What follows belongs to an exercise in optimizing a design on an open flow for small area, a short achievable clock period and few clock cycles; a production flow would make more cautious choices.
Where RTL was checked, it was by simulation tests only, not by an equivalence proof against the original.

v6:
==> flow/design.v <==
module lab9(x,y,z,clk,reset,start,done);
input [7:0]x,y;
input clk,reset;
input start;
output [7:0]z;
output done;
reg [7:0] a, b;
reg busy;
wire [7:0] o = a | b;
wire [7:0] lo = {|o[6:0], |o[5:0], |o[4:0], |o[3:0], |o[2:0], |o[1:0], o[0], 1'b0};
wire [7:0] m0 = ~lo;                      
wire [7:0] m1 = lo & ~{lo[6:0], 1'b0};       
wire a_odd = |(a & m0);
wire b_odd = |(b & m0);
wire d_2 = ~|((a ^ b) & m1);              
wire d_3 = d_2 & ~|((a ^ b) & {m1[6:0], 1'b0});  
wire [6:0] u = a[7:1], v = b[7:1];
wire [6:0] pr = ~(u ^ v);                 
wire [6:0] g = u & ~v;
wire [6:0] t = u | ~v;
wire [6:0] G, T;
wire g10 = g[1] | (t[1] & g[0]),  t10 = t[1] & t[0];
wire g32 = g[3] | (t[3] & g[2]),  t32 = t[3] & t[2];
wire g54 = g[5] | (t[5] & g[4]),  t54 = t[5] & t[4];
wire g20 = g[2] | (t[2] & g10),   t20 = t[2] & t10;
wire g30 = g32 | (t32 & g10),     t30 = t32 & t10;
wire g64 = g[6] | (t[6] & g54),   t64 = t[6] & t54;
assign G[0] = g[0];              assign T[0] = t[0];
assign G[1] = g10;               assign T[1] = t10;
assign G[2] = g20;               assign T[2] = t20;
assign G[3] = g30;               assign T[3] = t30;
assign G[4] = g[4] | (t[4] & g30); assign T[4] = t[4] & t30;
assign G[5] = g54 | (t54 & g30);   assign T[5] = t54 & t30;
assign G[6] = g64 | (t64 & g30);   assign T[6] = t64 & t30;
wire [6:0] c  = {G[5:0], 1'b0};           
wire [6:0] c1 = {G[5:0] | T[5:0], 1'b1};  
wire [6:0] dab = pr ^ c1;                 
wire [6:0] dba = ~(pr ^ c);               
wire a_ge = G[6] | T[6];                  
wire fin = (a == b) | ~|a | ~|b;
assign done = busy & fin;
assign z = o;
always @(posedge clk) begin
	if (reset)
		busy <= 1'b0;
	else if (start)
		busy <= 1'b1;
	else if (fin)
		busy <= 1'b0;
end
wire sh_a  = ~start & ~a_odd;             
wire sh_b  = ~start & a_odd & ~b_odd;     
wire sub   = ~start & a_odd & b_odd;      
wire [6:0] dd = pr ^ (a_ge ? c1 : ~c);    
wire [7:0] dsel = ({8{~d_2}} & dd) | ({8{d_2 & ~d_3}} & dd[6:1]) | ({8{d_3}} & dd[6:2]);
wire [7:0] a_nx = ({8{start}} & x) | ({8{sh_a}} & (a >> 1)) | ({8{sub}} & dsel) | ({8{sh_b}} & a);
wire [7:0] b_nx = ({8{start}} & y) | ({8{sh_b}} & (b >> 1)) | ({8{sub & ~a_ge}} & a)
                | ({8{sh_a | (sub & a_ge)}} & b);
always @(posedge clk) begin
	a <= a_nx;
	b <= b_nx;
end
endmodule
clock: 5.0 ns
lec_check: 0
cap_margin: 20
core_margin: 2
core_utilization: 40
setup_slack_margin: 2.0
slew_margin: 20
standard.sh (not shown) runs the stock make flow with config.mk's settings and CLKGATE_MAP_FILE= SYNTH_SCRIPT=/design/flow/synth_recipe.tcl, a recipe that flattens the netlist after the stock synthesis.
==> flow/flow/run.sh <==
#!/bin/bash
# The standard layout, with the smallest buffer on every input and output port
# instead of the one buffer_ports picks by default.
set -euo pipefail
bash standard.sh "BUFFER_PORTS_ARGS=-buffer_cell sky130_fd_sc_hd__buf_1" finish > standard.log 2>&1
## Diff of input files: v7 against v6
--- a/flow/design.v
+++ b/flow/design.v
@@ -14,5 +14,4 @@
 wire b_odd = |(b & m0);
 wire d_2 = ~|((a ^ b) & m1);              
-wire d_3 = d_2 & ~|((a ^ b) & {m1[6:0], 1'b0});  
 wire [6:0] u = a[7:1], v = b[7:1];
 wire [6:0] pr = ~(u ^ v);                 
@@ -53,5 +52,5 @@
 wire sub   = ~start & a_odd & b_odd;      
 wire [6:0] dd = pr ^ (a_ge ? c1 : ~c);    
-wire [7:0] dsel = ({8{~d_2}} & dd) | ({8{d_2 & ~d_3}} & dd[6:1]) | ({8{d_3}} & dd[6:2]);
+wire [7:0] dsel = d_2 ? dd[6:1] : dd;
 wire [7:0] a_nx = ({8{start}} & x) | ({8{sh_a}} & (a >> 1)) | ({8{sub}} & dsel) | ({8{sh_b}} & a);
 wire [7:0] b_nx = ({8{start}} & y) | ({8{sh_b}} & (b >> 1)) | ({8{sub & ~a_ge}} & a)
## What came out
Critical path depth (v7 over v6): increase, 3. Setup slack after layout (v7 over v6): increase, 0.0081 ns. Compared to v6, v7 has wire length 13% lower. Non-clock buffer count (v7 vs. v6) increases by a few percent. From v6 to v7 the numbers moved as follows: proportion of synthesized area in mux cells now larger. v7 vs v6: routed wire length per instance down in v7.
Testbench counts of v7, summed over its fixed seeds: cycles 24,549.
Only the layout flow was run in v6; the RTL was not checked for function there.

* * *

## tundra
Another version of the RTL of lab9 (not shown whole).
Size: about 320 cells after synthesis, roughly 18 flip-flops, ~28 I/O pins.
==> module lab9, before the edit <==
module lab9(x,y,z,clk,reset,start,done);
input [7:0]x,y;
input clk,reset;
input start;
output [7:0]z;
output reg done;
reg [7:0] a, b;
reg busy;
wire [7:0] o = a | b;
wire [7:0] lo = {|o[6:0], |o[5:0], |o[4:0], |o[3:0], |o[2:0], |o[1:0], o[0], 1'b0};
wire [7:0] m0 = ~lo;                      
wire a_odd = |(a & m0);
wire b_odd = |(b & m0);
wire d_2 = ~|((a ^ b) & ~{lo[6:0], 1'b0});
wire d_3 = ~|((a ^ b) & ~{lo[5:0], 2'b0});
wire [6:0] u = a[7:1], v = b[7:1];
wire [6:0] pr = ~(u ^ v);                 
wire [6:0] g = u & ~v;
wire [6:0] t = u | ~v;
wire [6:0] G, T;
wire g10 = g[1] | (t[1] & g[0]),  t10 = t[1] & t[0];
wire g32 = g[3] | (t[3] & g[2]),  t32 = t[3] & t[2];
wire g54 = g[5] | (t[5] & g[4]),  t54 = t[5] & t[4];
wire g20 = g[2] | (t[2] & g10),   t20 = t[2] & t10;
wire g30 = g32 | (t32 & g10),     t30 = t32 & t10;
wire g64 = g[6] | (t[6] & g54),   t64 = t[6] & t54;
assign G[0] = g[0];              assign T[0] = t[0];
assign G[1] = g10;               assign T[1] = t10;
assign G[2] = g20;               assign T[2] = t20;
assign G[3] = g30;               assign T[3] = t30;
assign G[4] = g[4] | (t[4] & g30); assign T[4] = t[4] & t30;
assign G[5] = g54 | (t54 & g30);   assign T[5] = t54 & t30;
assign G[6] = g64 | (t64 & g30);   assign T[6] = t64 & t30;
wire [6:0] c  = {G[5:0], 1'b0};           
wire [6:0] c1 = {G[5:0] | T[5:0], 1'b1};  
wire [6:0] dab = pr ^ c1;                 
wire [6:0] dba = ~(pr ^ c);               
wire a_ge = G[6] | T[6];                  
wire fin = (a == b) | ~|a;
assign z = b;
always @(posedge clk) begin
	if (reset) begin
		busy <= 1'b0;
		done <= 1'b0;
	end else begin
		done <= busy & fin & ~start;
		if (start)
			busy <= 1'b1;
		else if (fin)
			busy <= 1'b0;
	end
end
wire sh_a  = ~start & ~a_odd;             
wire sh_b  = ~start & a_odd & ~b_odd;     
wire sub   = ~start & a_odd & b_odd;      
wire [6:0] dd = pr ^ (a_ge ? c1 : ~c);    
wire [7:0] dsel = ({8{~d_2}} & dd) | ({8{d_2 & ~d_3}} & dd[6:1]) | ({8{d_3}} & dd[6:2]);
wire [7:0] a_nx = ({8{start}} & x) | ({8{sh_a}} & (a >> 1)) | ({8{sub}} & dsel) | ({8{sh_b}} & a);
wire [7:0] b_nx = ({8{start}} & (|y ? y : x)) | ({8{sh_b}} & (b >> 1)) | ({8{sub & ~a_ge}} & a)
                | ({8{sh_a | (sub & a_ge)}} & b);
always @(posedge clk) begin
	a <= a_nx;
	b <= b_nx;
end
endmodule
export LEC_CHECK = 0
export ABC_AREA = 1
export CAP_MARGIN = 20
export CORE_MARGIN = 2
export CORE_UTILIZATION = 40
export CTS_BUF_LIST = sky130_fd_sc_hd__clkbuf_4
export SETUP_SLACK_MARGIN = 2.8
export SLEW_MARGIN = 20
create_clock -name core_clock -period 5.0 [get_ports {clk}]
Scripts as last shown in full above: flow/flow/run.sh
Testbench counts of tundra, summed over its fixed seeds: cycles 25,276.
> inputs changed (tundra -> pepper)
diff --git a/flow/design.v b/flow/design.v
--- a/flow/design.v
+++ b/flow/design.v
@@ -49,17 +49,16 @@
 		else if (fin)
 			busy <= 1'b0;
 	end
 end
 wire sh_a  = ~start & ~a_odd;             
-wire sh_b  = ~start & a_odd & ~b_odd;     
+wire swp   = ~start & a_odd & ~b_odd;     
 wire sub   = ~start & a_odd & b_odd;      
 wire [6:0] dd = pr ^ (a_ge ? c1 : ~c);    
 wire [7:0] dsel = ({8{~d_2}} & dd) | ({8{d_2 & ~d_3}} & dd[6:1]) | ({8{d_3}} & dd[6:2]);
-wire [7:0] a_nx = ({8{start}} & x) | ({8{sh_a}} & (a >> 1)) | ({8{sub}} & dsel) | ({8{sh_b}} & a);
-wire [7:0] b_nx = ({8{start}} & (|y ? y : x)) | ({8{sh_b}} & (b >> 1)) | ({8{sub & ~a_ge}} & a)
-                | ({8{sh_a | (sub & a_ge)}} & b);
+wire [7:0] a_nx = ({8{start}} & x) | ({8{sh_a}} & (a >> 1)) | ({8{sub}} & dsel) | ({8{swp}} & (b >> 1));
+wire [7:0] b_nx = ({8{start}} & y) | ({8{(sub & ~a_ge) | swp}} & a) | ({8{sh_a | (sub & a_ge)}} & b);
 always @(posedge clk) begin
 	a <= a_nx;
 	b <= b_nx;
 end
 endmodule
Notes after the runs:
pepper ran to completion and came out clean on the timing, DRC and antenna checks.
Wire length shrinks slightly when moving from tundra to pepper.
On pepper: data arrival at the endpoint of the critical path is 0.04 ns higher than what tundra gave.
When the final numbers for tundra and pepper were put side by side, the number of buffers inserted by post-CTS setup repair turned out to be greater in pepper.
Going from tundra to pepper, setup slack of the critical path after layout shows a reduction of 0.023 ns; worst hold path cell count shows a reduction of 1; per-cell via count in the routed design shows an increase of 2.8%.
The RTL of pepper was laid out without a check of its function.

* * *

== TR ==
Another version of the RTL of lab9 (not shown whole).
Size in the first run: ~17 flip-flops, ~28 I/O pins, roughly 1900 µm² of cells after synthesis.
==> module lab9, before the edit <==
module lab9(x,y,z,clk,reset,start,done);
input [7:0]x,y;
input clk,reset;
input start;
output [7:0]z;
output done;
reg [7:0] a, b;
reg busy;
wire [7:0] o = a | b;
wire [7:0] m = o & ~(o - 8'd1);           
wire a_even = ~|(a & m);
wire b_even = ~|(b & m);
wire fin = (a == b) | ~|a | ~|b;
wire [8:0] dab = {1'b0, a} - {1'b0, b};
wire [7:0] dba = b - a;
wire a_ge = ~dab[8];
assign done = busy & fin;
assign z = a | b;
always @(posedge clk) begin
	if (reset) begin
		busy <= 1'b0;
	end else if (start && (!busy || fin)) begin
		a <= x;
		b <= y;
		busy <= 1'b1;
	end else if (busy) begin
		if (fin) begin
			busy <= 1'b0;
		end else if (a_even) begin
			a <= a >> 1;
		end else if (b_even) begin
			b <= b >> 1;
		end else if (a_ge) begin
			a <= dab[7:1];
		end else begin
			a <= dba[7:1];
			b <= a;
		end
	end
end
endmodule
Settings: LEC_CHECK=0, CAP_MARGIN=20, CORE_MARGIN=2, CORE_UTILIZATION=40, SETUP_SLACK_MARGIN=2.5, SLEW_MARGIN=20; clock period 5.0 ns.
run.sh (not shown) runs the stock make flow with config.mk's settings and CLKGATE_MAP_FILE= SYNTH_SCRIPT=/design/flow/synth_recipe.tcl, a recipe that flattens the netlist after the stock synthesis.
Stock flow here: none of the scripts above is used.
Input changes introduced in AL (baseline for comparison: TR):
==> flow/design.v <==
module lab9(x,y,z,clk,reset,start,done);
input [7:0]x,y;
input clk,reset;
input start;
output [7:0]z;
output done;
reg [7:0] a, b;
reg busy;
wire [7:0] o = a | b;
wire [7:0] lo = {|o[6:0], |o[5:0], |o[4:0], |o[3:0], |o[2:0], |o[1:0], o[0], 1'b0};
wire a_odd = |(a & ~lo);
wire b_odd = |(b & ~lo);
wire fin = (a == b) | ~|a | ~|b;
wire [7:0] pr = ~(a ^ b);                 
wire [7:0] gn = a & ~b;                   
wire [8:0] c;                             
wire [8:0] c1;                            
assign c[0] = 1'b0;
assign c1[0] = 1'b1;
genvar i;
generate for (i = 0; i < 8; i = i + 1) begin : add
	assign c[i+1] = gn[i] | (pr[i] & c[i]);
	assign c1[i+1] = c[i+1] | (&pr[i:0]);
end endgenerate
wire [7:0] s = pr ^ c[7:0];
wire [7:0] dab = pr ^ c1[7:0];            
wire [7:0] dba = ~s;                      
wire a_ge = c1[8];
assign done = busy & fin;
assign z = o;
always @(posedge clk) begin
	if (reset)
		busy <= 1'b0;
	else if (start)
		busy <= 1'b1;
	else if (fin)
		busy <= 1'b0;
end
always @(posedge clk) begin
	if (start) begin
		a <= x;
		b <= y;
	end else if (!a_odd) begin
		a <= a >> 1;
	end else if (!b_odd) begin
		b <= b >> 1;
	end else if (a_ge) begin
		a <= dab[7:1];
	end else begin
		a <= dba[7:1];
		b <= a;
	end
end
endmodule
--- outcome ---
- AL gives less total area of multi-input combinational cells than TR did.
- AL against TR: clock buffer instance count of the final layout shrank by 1; met2 track demand over resource grew by 3.4 points; layout multi-input combinational cell count shrank by about 26%; detailed placement HPWL shrank by 690 µm.
- Higher ratio of final minimum period to clock period goes to AL over TR.
- On AL: longest individual stage delay on the worst path is 30 ps lower than what TR gave.
- TR and AL ended up with roughly the same non-clock buffer count.
- a[3]$_DFFE_PP_ as the critical path startpoint was reported by TR, and b[0]$_DFFE_PP_ by AL.
- AL: sequential share of layout area 2.0 points above TR
- Worst-case setup slack after placement: AL vs TR down 1260 ps
- All-layer global routing usage ended up 0.37 points higher on AL than on TR.
- The end point of the critical path comes out done in one run and a[0]$_DFFE_PP_ in the other, namely in TR and AL respectively.
- Compared to TR, AL has clock period minus final worst setup slack 1300 ps higher.
- AL reports a lower count of buffer and inverter cells on the critical path than TR does.
Function was not checked in any run of this note: the RTL went through the layout flow alone.

* * *

== before ==
Another version of the RTL of lab9 (not shown whole).
For scale: roughly 18 flip-flops, roughly 28 I/O pins, ~1900 um2 of cells after synthesis.
// lab9
module lab9(x,y,z,clk,reset,start,done);
input [7:0]x,y;
input clk,reset;
input start;
output [7:0]z;
output reg done;
reg [7:0] a, b;
reg busy;
wire [7:0] o = a | b;
wire [7:0] lo = {|o[6:0], |o[5:0], |o[4:0], |o[3:0], |o[2:0], |o[1:0], o[0], 1'b0};
wire [7:0] m0 = ~lo;                      
wire [7:0] m1 = lo & ~{lo[6:0], 1'b0};       
wire a_odd = |(a & m0);
wire b_odd = |(b & m0);
wire d_2 = ~|((a ^ b) & m1);              
wire d_3 = d_2 & ~|((a ^ b) & {m1[6:0], 1'b0});  
wire [6:0] u = a[7:1], v = b[7:1];
wire [6:0] pr = ~(u ^ v);                 
wire [6:0] g = u & ~v;
wire [6:0] t = u | ~v;
wire [6:0] G, T;
wire g10 = g[1] | (t[1] & g[0]),  t10 = t[1] & t[0];
wire g32 = g[3] | (t[3] & g[2]),  t32 = t[3] & t[2];
wire g54 = g[5] | (t[5] & g[4]),  t54 = t[5] & t[4];
wire g20 = g[2] | (t[2] & g10),   t20 = t[2] & t10;
wire g30 = g32 | (t32 & g10),     t30 = t32 & t10;
wire g64 = g[6] | (t[6] & g54),   t64 = t[6] & t54;
  ...
==> module lab9, before the edit <==
module lab9(x,y,z,clk,reset,start,done);
input [7:0]x,y;
input clk,reset;
input start;
output [7:0]z;
output reg done;
reg [7:0] a, b;
reg busy;
wire [7:0] o = a | b;
wire [7:0] lo = {|o[6:0], |o[5:0], |o[4:0], |o[3:0], |o[2:0], |o[1:0], o[0], 1'b0};
wire [7:0] m0 = ~lo;                      
wire [7:0] m1 = lo & ~{lo[6:0], 1'b0};       
wire a_odd = |(a & m0);
wire b_odd = |(b & m0);
wire d_2 = ~|((a ^ b) & m1);              
wire d_3 = d_2 & ~|((a ^ b) & {m1[6:0], 1'b0});  
wire [6:0] u = a[7:1], v = b[7:1];
wire [6:0] pr = ~(u ^ v);                 
wire [6:0] g = u & ~v;
wire [6:0] t = u | ~v;
wire [6:0] G, T;
wire g10 = g[1] | (t[1] & g[0]),  t10 = t[1] & t[0];
wire g32 = g[3] | (t[3] & g[2]),  t32 = t[3] & t[2];
wire g54 = g[5] | (t[5] & g[4]),  t54 = t[5] & t[4];
wire g20 = g[2] | (t[2] & g10),   t20 = t[2] & t10;
wire g30 = g32 | (t32 & g10),     t30 = t32 & t10;
wire g64 = g[6] | (t[6] & g54),   t64 = t[6] & t54;
assign G[0] = g[0];              assign T[0] = t[0];
assign G[1] = g10;               assign T[1] = t10;
assign G[2] = g20;               assign T[2] = t20;
assign G[3] = g30;               assign T[3] = t30;
assign G[4] = g[4] | (t[4] & g30); assign T[4] = t[4] & t30;
assign G[5] = g54 | (t54 & g30);   assign T[5] = t54 & t30;
assign G[6] = g64 | (t64 & g30);   assign T[6] = t64 & t30;
wire [6:0] c  = {G[5:0], 1'b0};           
wire [6:0] c1 = {G[5:0] | T[5:0], 1'b1};  
wire [6:0] dab = pr ^ c1;                 
wire [6:0] dba = ~(pr ^ c);               
wire a_ge = G[6] | T[6];                  
wire fin = (a == b) | ~|a | ~|b;
assign z = o;
always @(posedge clk) begin
	if (reset) begin
		busy <= 1'b0;
		done <= 1'b0;
	end else begin
		done <= busy & fin & ~start;
		if (start)
			busy <= 1'b1;
		else if (fin)
			busy <= 1'b0;
	end
end
wire sh_a  = ~start & ~a_odd;             
wire sh_b  = ~start & a_odd & ~b_odd;     
wire sub   = ~start & a_odd & b_odd;      
wire [6:0] dd = pr ^ (a_ge ? c1 : ~c);    
wire [7:0] dsel = ({8{~d_2}} & dd) | ({8{d_2 & ~d_3}} & dd[6:1]) | ({8{d_3}} & dd[6:2]);
wire [7:0] a_nx = ({8{start}} & x) | ({8{sh_a}} & (a >> 1)) | ({8{sub}} & dsel) | ({8{sh_b}} & a);
wire [7:0] b_nx = ({8{start}} & y) | ({8{sh_b}} & (b >> 1)) | ({8{sub & ~a_ge}} & a)
                | ({8{sh_a | (sub & a_ge)}} & b);
always @(posedge clk) begin
	a <= a_nx;
	b <= b_nx;
end
endmodule
==> flow/config.mk <==
export PLATFORM = sky130hd
export DESIGN_NAME = lab9
export DESIGN_NICKNAME = lab9
export VERILOG_FILES = /design/flow/design.v
export SDC_FILE = /design/flow/constraint.sdc
export NUM_CORES = 4
export LEC_CHECK = 0
export ABC_AREA = 1
export CAP_MARGIN = 20
export CORE_MARGIN = 2
export CORE_UTILIZATION = 40
export SETUP_SLACK_MARGIN = 2.6
export SLEW_MARGIN = 20
==> flow/constraint.sdc <==
create_clock -name core_clock -period 5.0 [get_ports {clk}]
set_input_delay 1.0000 -clock core_clock [delete_from_list [all_inputs] [get_ports {clk}]]
set_output_delay 1.0000 -clock core_clock [all_outputs]
set_load 0.01 [all_outputs]
standard.sh (not shown) runs the stock make flow with config.mk's settings and CLKGATE_MAP_FILE= SYNTH_SCRIPT=/design/flow/synth_recipe.tcl, a recipe that flattens the netlist after the stock synthesis.
Scripts as last shown in full above: flow/flow/run.sh
Input changes introduced in after (baseline for comparison: before):
diff --git a/flow/design.v b/flow/design.v
--- a/flow/design.v
+++ b/flow/design.v
@@ -2,9 +2,9 @@
 input [7:0]x,y;
 input clk,reset;
 input start;
 output [7:0]z;
-output reg done;
+output done;
 reg [7:0] a, b;
 reg busy;
 wire [7:0] o = a | b;
 wire [7:0] lo = {|o[6:0], |o[5:0], |o[4:0], |o[3:0], |o[2:0], |o[1:0], o[0], 1'b0};
@@ -36,29 +36,26 @@
 wire [6:0] c1 = {G[5:0] | T[5:0], 1'b1};  
 wire [6:0] dab = pr ^ c1;                 
 wire [6:0] dba = ~(pr ^ c);               
 wire a_ge = G[6] | T[6];                  
-wire fin = (a == b) | ~|a | ~|b;
-assign z = o;
+wire fin = (a == b);
+assign done = busy & fin;
+assign z = b;
 always @(posedge clk) begin
-	if (reset) begin
+	if (reset)
 		busy <= 1'b0;
-		done <= 1'b0;
-	end else begin
-		done <= busy & fin & ~start;
-		if (start)
-			busy <= 1'b1;
-		else if (fin)
-			busy <= 1'b0;
-	end
+	else if (start)
+		busy <= 1'b1;
+	else if (fin)
+		busy <= 1'b0;
 end
 wire sh_a  = ~start & ~a_odd;             
 wire sh_b  = ~start & a_odd & ~b_odd;     
 wire sub   = ~start & a_odd & b_odd;      
 wire [6:0] dd = pr ^ (a_ge ? c1 : ~c);    
 wire [7:0] dsel = ({8{~d_2}} & dd) | ({8{d_2 & ~d_3}} & dd[6:1]) | ({8{d_3}} & dd[6:2]);
-wire [7:0] a_nx = ({8{start}} & x) | ({8{sh_a}} & (a >> 1)) | ({8{sub}} & dsel) | ({8{sh_b}} & a);
-wire [7:0] b_nx = ({8{start}} & y) | ({8{sh_b}} & (b >> 1)) | ({8{sub & ~a_ge}} & a)
+wire [7:0] a_nx = ({8{start}} & (|x ? x : y)) | ({8{sh_a}} & (a >> 1)) | ({8{sub}} & dsel) | ({8{sh_b}} & a);
+wire [7:0] b_nx = ({8{start}} & (|y ? y : x)) | ({8{sh_b}} & (b >> 1)) | ({8{sub & ~a_ge}} & a)
                 | ({8{sh_a | (sub & a_ge)}} & b);
 always @(posedge clk) begin
 	a <= a_nx;
 	b <= b_nx;
[summary]
Result: PASS for each of after and before
after against before: worst hold-check slack higher, flip-flop and latch count lower, clock latency at the later pin of the worst-skew pair roughly the same, share of final layout cell area taken by clock buffers and inverters lower, clock-pin slew on the worst setup and hold paths roughly the same.
Diff after and before: aggregate routed wire length higher in after
Between after and before, it is after whose share of cell area taken by multi-input logic gates is lower, by 0.74 points.
No run of this note included a check of the RTL's function; only the layout flow was run.

separate check: timing with driven ports:
No port has a modelled driver above. Below, the same layouts with a new extraction and two added sets of constraints. Step 1 (the two cells are an assumption about what drives the block):
set clk [get_ports {clk}]
set_driving_cell -lib_cell sky130_fd_sc_hd__clkbuf_16 $clk
set_driving_cell -lib_cell sky130_fd_sc_hd__buf_2 [delete_from_list [all_inputs] $clk]
Step 2 also shifts input and output timing later by t, the mid clock arrival at the registers, as if the neighbouring blocks saw the same clock. Slacks: ideal ports / drivers / drivers and shift; pairs: ideal ports / drivers.
| run | t, ns | setup WS [ns] | worst register clock-pin slew, ns |
|---|---|---|---|
| v6 | 0.294 | 2.114 / 2.086 / 2.016 | 0.08 / 0.08 |
| v7 | 0.281 | 2.122 / 2.099 / 2.122 | 0.07 / 0.07 |
| tundra | 0.323 | 2.939 / 2.939 / 2.657 | 0.12 / 0.12 |
| pepper | 0.323 | 2.916 / 2.916 / 2.619 | 0.11 / 0.11 |
| TR | 0.267 | 2.264 / 2.241 / 2.313 | 0.06 / 0.06 |
| AL | 0.281 | 0.963 / 0.963 / 0.963 | 0.08 / 0.08 |
| before | 0.271 | 2.693 / 2.669 / 2.802 | 0.07 / 0.07 |
| after | 0.284 | 2.428 / 2.401 / 2.492 | 0.08 / 0.08 |
After both steps every run listed still meets setup and hold. For pepper, which loses most, drivers alone change the setup slack by 0.000 ns; drivers and shift together by -0.297 ns.
